From an optimization exercise on the open Yosys and OpenROAD flow, aimed at small area, a short achievable clock period and few clock cycles; shortcuts taken in it are not production practice. Power is estimated from default activity; no workload was simulated.

==> flow/design.v <==
module ge8(input [7:0] a, b, output y);
wire [7:0] g0 = a & ~b, l0 = ~a & b;
wire [3:0] g1, l1;
wire [1:0] g2, l2;
genvar i;
generate for (i = 0; i < 4; i = i + 1) begin : m1
	assign g1[i] = g0[2*i+1] | ~l0[2*i+1] & g0[2*i];
	assign l1[i] = l0[2*i+1] | ~g0[2*i+1] & l0[2*i];
end endgenerate
generate for (i = 0; i < 2; i = i + 1) begin : m2
	assign g2[i] = g1[2*i+1] | ~l1[2*i+1] & g1[2*i];
	assign l2[i] = l1[2*i+1] | ~g1[2*i+1] & l1[2*i];
end endgenerate
assign y = ~(l2[1] | ~g2[1] & l2[0]);
endmodule
module comparator_9(
	input	[7:0]	l_lo, l_md, l_hi,
	input	[7:0]	c_lo, c_md, c_hi,
	input	[7:0]	r_lo, r_md, r_hi,
	input			lc_lo, lc_md, lc_hi,
	output			cr_lo, cr_md, cr_hi,
	output	[7:0]	x, y, z
);
wire lr_lo, lr_md, lr_hi;
ge8 g0(.a(c_lo), .b(r_lo), .y(cr_lo));
ge8 g1(.a(c_md), .b(r_md), .y(cr_md));
ge8 g2(.a(c_hi), .b(r_hi), .y(cr_hi));
ge8 g3(.a(l_lo), .b(r_lo), .y(lr_lo));
ge8 g4(.a(l_md), .b(r_md), .y(lr_md));
ge8 g5(.a(l_hi), .b(r_hi), .y(lr_hi));
assign x = (lc_lo & lr_lo) ? l_lo : (!lc_lo & cr_lo) ? c_lo : r_lo;
assign y = (lc_md ^ lr_md) ? l_md : (lc_md ^ cr_md) ? r_md : c_md;
assign z = (!lc_hi & !lr_hi) ? l_hi : (lc_hi & !cr_hi) ? c_hi : r_hi;
endmodule
module med3(input [7:0] a, b, c, output [7:0] y);
wire ab, ac, bc;
ge8 g0(.a(a), .b(b), .y(ab));
ge8 g1(.a(a), .b(c), .y(ac));
ge8 g2(.a(b), .b(c), .y(bc));
assign y = (ab ^ ac) ? a : (ab ^ bc) ? c : b;
endmodule
module sort3(
	input	[7:0]	a, m, b,
	input			am, ab, mb,
	output	[7:0]	lo, md, hi,
	output			m_lo, m_hi
);
assign hi = (am & ab) ? a : (!am & mb) ? m : b;
assign lo = (!am & !ab) ? a : (am & !mb) ? m : b;
assign md = (am ^ ab) ? a : (am ^ mb) ? b : m;
assign m_hi = !am & mb;
assign m_lo = am & !mb;
endmodule
module CU(
	input						clk,
	input						rst,
	output reg	[1:0]		ph,
	output reg	[17:0]	rd_pair,		 
	output reg				border,		 
	output reg	[18:0]	out_address,
	output reg				out_valid
);
localparam NPAIR = 153600;            
localparam RD_START = 18'd261904;     
localparam RD_LAST  = 18'd153839;     
reg	[1:0]	warm;                       
reg	[3:0]	m15;                        
wire [17:0] opair = out_address[18:1];
wire row_first = ~|opair[17:8] & ~&opair[7:4] & ~(opair[7:4] == 4'hE & &opair[3:0]);
wire row_last = (opair[17:8] == 10'h257) & (|opair[7:4] | &opair[3:0]);
wire row_border = row_first | row_last;
wire rd_wrap = &(rd_pair | ~RD_LAST);
wire op_wrap = &(opair | ~(NPAIR - 1));
always @(posedge clk or negedge rst) begin
	if (!rst) begin
		ph <= 2'd1;           
		warm <= 2'd0;
		rd_pair <= 18'd0;
		out_address[18:1] <= 18'd0;
		m15 <= 4'd0;
		out_valid <= 1'b0;
	end else begin
		ph <= (ph == 2'd2) ? 2'd0 : ph + 2'd1;
		if (ph == 2'd2 && warm != 2'd3) warm <= warm + 2'd1;
		if (ph == 2'd2)
			rd_pair <= rd_wrap ? RD_START : rd_pair - 18'd479;
		else
			rd_pair <= rd_pair + 18'd240;
		if (ph == 2'd1 && warm == 2'd3) begin
			out_address[18:1] <= op_wrap ? 18'd0 : opair + 18'd1;
			if (&opair[3:0]) m15 <= (m15 == 4'd14) ? 4'd0 : m15 + 4'd1;
		end
		out_valid <= (ph == 2'd1 && warm[1]) || (ph == 2'd0 && warm == 2'd3);
	end
end
always @(posedge clk) begin
	out_address[0] <= (ph == 2'd0);
	border <= row_border || (m15 == 4'd14 && opair[3:1] == 3'b111 && (opair[0] == (ph == 2'd2)));
end
endmodule
module DU(
	input						clk,
	input			[1:0]		ph,
	input						border,
	input			[7:0]		q_a,
	input			[7:0]		q_b,
	output reg	[7:0]		out
);
reg [7:0] ra;
reg [7:0] rb, b1, b2;
reg [7:0] st, sm, sb;
reg p1, p2, shift;
reg s_am, s_ab, s_mb;
wire [7:0] st_n = p1 ? b2 : sm;
wire [7:0] sm_n = p1 ? b1 : p2 ? ra : sb;
wire [7:0] sb_n = p1 ? rb : q_a;
wire am_n, ab_n, mb_n;
ge8 c0(.a(st_n), .b(sm_n), .y(am_n));
ge8 c1(.a(st_n), .b(sb_n), .y(ab_n));
ge8 c2(.a(sm_n), .b(sb_n), .y(mb_n));    
always @(posedge clk) begin
	p1 <= (ph == 2'd0);
	p2 <= (ph == 2'd1);
	shift <= (ph != 2'd2);
	ra <= q_a;
	rb <= q_b; b1 <= rb; b2 <= b1;
	st <= st_n;
	sm <= sm_n;
	sb <= sb_n;
	s_am <= am_n;
	s_ab <= ab_n;
	s_mb <= mb_n;
end
wire [7:0] s_lo, s_md, s_hi;
wire       s_tlo, s_thi;
sort3 srt(.a(st), .m(sm), .b(sb), .am(s_am), .ab(s_ab), .mb(s_mb), .lo(s_lo), .md(s_md), .hi(s_hi), .m_lo(s_tlo), .m_hi(s_thi));
reg [7:0] l_lo, l_md, l_hi;
reg       lc_lo, lc_md, lc_hi;    
wire      cr_lo, cr_md, cr_hi;    
reg [7:0] c_lo, c_md, c_hi;
reg       c_tlo, c_thi;
reg [7:0] r_lo, r_md, r_hi;
reg       r_tlo, r_thi;
always @(posedge clk) begin
	if (shift) begin
		l_lo <= c_lo; l_md <= c_md; l_hi <= c_hi;
		lc_lo <= cr_lo; lc_md <= cr_md; lc_hi <= cr_hi;
		c_lo <= r_lo; c_md <= r_md; c_hi <= r_hi; c_tlo <= r_tlo; c_thi <= r_thi;
		r_lo <= s_lo; r_md <= s_md; r_hi <= s_hi; r_tlo <= s_tlo; r_thi <= s_thi;
	end
end
wire [7:0] c_mid = c_tlo ? c_lo : c_thi ? c_hi : c_md;
wire [7:0] mx_lo, md_md, mn_hi;
comparator_9 cmp(
	.l_lo(l_lo), .l_md(l_md), .l_hi(l_hi),
	.c_lo(c_lo), .c_md(c_md), .c_hi(c_hi),
	.r_lo(r_lo), .r_md(r_md), .r_hi(r_hi),
	.lc_lo(lc_lo), .lc_md(lc_md), .lc_hi(lc_hi),
	.cr_lo(cr_lo), .cr_md(cr_md), .cr_hi(cr_hi),
	.x(mx_lo), .y(md_md), .z(mn_hi)
);
reg [7:0] x, y, z;
always @(posedge clk) begin
	x <= border ? c_mid : mx_lo;
	y <= border ? c_mid : md_md;
	z <= border ? c_mid : mn_hi;
end
wire [7:0] med;
med3 m3(.a(x), .b(y), .c(z), .y(med));
always @(posedge clk) out <= med;
endmodule
module medianFilter(
	output	[7:0]		out,
	output 	[18:0]	out_address,
	output				out_valid,
	output	[18:0]	address_a,
	output	[18:0]	address_b,
	input		[7:0]		q_a,
	input		[7:0]		q_b,
	input					clk,
	input 				rst
);
wire	[1:0]	ph;
wire			border;
wire	[17:0]	rd_pair;
CU cu(
	.clk				(clk),
	.rst				(rst),
	.ph				(ph),
	.rd_pair			(rd_pair),
	.border			(border),
	.out_address	(out_address),
	.out_valid		(out_valid)
);
assign address_a = {rd_pair, 1'b0};
assign address_b = {rd_pair, 1'b1};
DU du(
	.clk				(clk),
	.ph				(ph),
	.border			(border),
	.q_a				(q_a),
	.q_b				(q_b),
	.out				(out)
);
endmodule
export LEC_CHECK = 0
export CAP_MARGIN = 20
export CORE_MARGIN = 2
export CORE_UTILIZATION = 60
export CTS_BUF_LIST = sky130_fd_sc_hd__clkbuf_16
export CTS_CLUSTER_DIAMETER = 100
export CTS_CLUSTER_SIZE = 30
export PLACE_DENSITY = 0.75
export SETUP_SLACK_MARGIN = 4.5
export SLEW_MARGIN = 20
create_clock -name core_clock -period 7.0 [get_ports {clk}]
run.sh (not shown) runs the stock make flow with config.mk's settings and CLKGATE_MAP_FILE= SYNTH_SCRIPT=/design/flow/synth_recipe.tcl, a recipe that flattens the netlist after the stock synthesis.
The first run finished clean.
==> next run, changes <==
--- a/flow/design.v
+++ b/flow/design.v
@@ -1,16 +1,7 @@
 module ge8(input [7:0] a, b, output y);
-wire [7:0] g0 = a & ~b, l0 = ~a & b;
-wire [3:0] g1, l1;
-wire [1:0] g2, l2;
-genvar i;
-generate for (i = 0; i < 4; i = i + 1) begin : m1
-	assign g1[i] = g0[2*i+1] | ~l0[2*i+1] & g0[2*i];
-	assign l1[i] = l0[2*i+1] | ~g0[2*i+1] & l0[2*i];
-end endgenerate
-generate for (i = 0; i < 2; i = i + 1) begin : m2
-	assign g2[i] = g1[2*i+1] | ~l1[2*i+1] & g1[2*i];
-	assign l2[i] = l1[2*i+1] | ~g1[2*i+1] & l1[2*i];
-end endgenerate
-assign y = ~(l2[1] | ~g2[1] & l2[0]);
+wire [7:0] g = a & ~b;    
+wire [7:0] l = ~a & b;    
+assign y = g[7] | ~l[7] & (g[6] | ~l[6] & (g[5] | ~l[5] & (g[4] | ~l[4] &
+          (g[3] | ~l[3] & (g[2] | ~l[2] & (g[1] | ~l[1] & (g[0] | ~l[0])))))));
 endmodule
 module comparator_9(
@@ -42,8 +33,11 @@
 module sort3(
 	input	[7:0]	a, m, b,
-	input			am, ab, mb,
 	output	[7:0]	lo, md, hi,
 	output			m_lo, m_hi
 );
+wire am, ab, mb;
+ge8 g0(.a(a), .b(m), .y(am));
+ge8 g1(.a(a), .b(b), .y(ab));
+ge8 g2(.a(m), .b(b), .y(mb));
 assign hi = (am & ab) ? a : (!am & mb) ? m : b;
 assign lo = (!am & !ab) ? a : (am & !mb) ? m : b;
@@ -67,7 +61,5 @@
 reg	[3:0]	m15;                        
 wire [17:0] opair = out_address[18:1];
-wire row_first = ~|opair[17:8] & ~&opair[7:4] & ~(opair[7:4] == 4'hE & &opair[3:0]);
-wire row_last = (opair[17:8] == 10'h257) & (|opair[7:4] | &opair[3:0]);
-wire row_border = row_first | row_last;
+wire row_border = (opair <= 18'd238) || (opair >= 18'd153359);
 wire rd_wrap = &(rd_pair | ~RD_LAST);
 wire op_wrap = &(opair | ~(NPAIR - 1));
@@ -110,13 +102,5 @@
 reg [7:0] rb, b1, b2;
 reg [7:0] st, sm, sb;
-reg p1, p2, shift;
-reg s_am, s_ab, s_mb;
-wire [7:0] st_n = p1 ? b2 : sm;
-wire [7:0] sm_n = p1 ? b1 : p2 ? ra : sb;
-wire [7:0] sb_n = p1 ? rb : q_a;
-wire am_n, ab_n, mb_n;
-ge8 c0(.a(st_n), .b(sm_n), .y(am_n));
-ge8 c1(.a(st_n), .b(sb_n), .y(ab_n));
-ge8 c2(.a(sm_n), .b(sb_n), .y(mb_n));    
+reg p1, p2, shift;    
 always @(posedge clk) begin
 	p1 <= (ph == 2'd0);
@@ -125,14 +109,11 @@
 	ra <= q_a;
 	rb <= q_b; b1 <= rb; b2 <= b1;
-	st <= st_n;
-	sm <= sm_n;
-	sb <= sb_n;
-	s_am <= am_n;
-	s_ab <= ab_n;
-	s_mb <= mb_n;
+	st <= p1 ? b2 : sm;
+	sm <= p1 ? b1 : p2 ? ra : sb;
+	sb <= p1 ? rb : q_a;
 end
 wire [7:0] s_lo, s_md, s_hi;
 wire       s_tlo, s_thi;
-sort3 srt(.a(st), .m(sm), .b(sb), .am(s_am), .ab(s_ab), .mb(s_mb), .lo(s_lo), .md(s_md), .hi(s_hi), .m_lo(s_tlo), .m_hi(s_thi));
+sort3 srt(.a(st), .m(sm), .b(sb), .lo(s_lo), .md(s_md), .hi(s_hi), .m_lo(s_tlo), .m_hi(s_thi));
 reg [7:0] l_lo, l_md, l_hi;
 reg       lc_lo, lc_md, lc_hi;    
Result: Wire length increases by a few percent. Fmax decreases by roughly a tenth. Combinational power increases by roughly a tenth. Register-to-register slack got worse by 0.58 ns. Die area decreases by a few percent. First-iteration DRC count decreases by about a fifth. Via count increases slightly. Count of clock-buffer cells in the layout does not change. Flip-flop and latch count decreases by 3. Utilization increases by 5.4 points. Total power increases slightly. Design area increases by a few percent.
No run of this note included a check of the RTL's function; only the layout flow was run.

==> port drivers added, routing unchanged <==
In the flow no input, the clock included, has a driving cell. The finished layouts below were timed again as built, in two steps.
Step 1, drivers: a clkbuf_16 drives clk and a buf_2 each remaining input, both assumed.
Step 2, shift: input delay + t, output delay - t, t = (earliest + latest rising clock arrival at the registers) / 2. This alone moves slack from input paths to output paths.
a / b / c = ideal / step 1 / step 2; a / b = the first two.
run	t, ns	setup slack, ns	worst register clock-pin slew, ns	pins driven straight from the clock port
the first run	0.506	4.364 / 4.319 / 3.969	0.11 / 0.11	1
the second run	0.506	4.003 / 4.003 / 4.003	0.11 / 0.11	1
After both steps setup and hold are still met in every run listed. For the first run, which loses most, drivers alone change the setup slack by -0.045 ns; drivers and shift together by -0.395 ns.
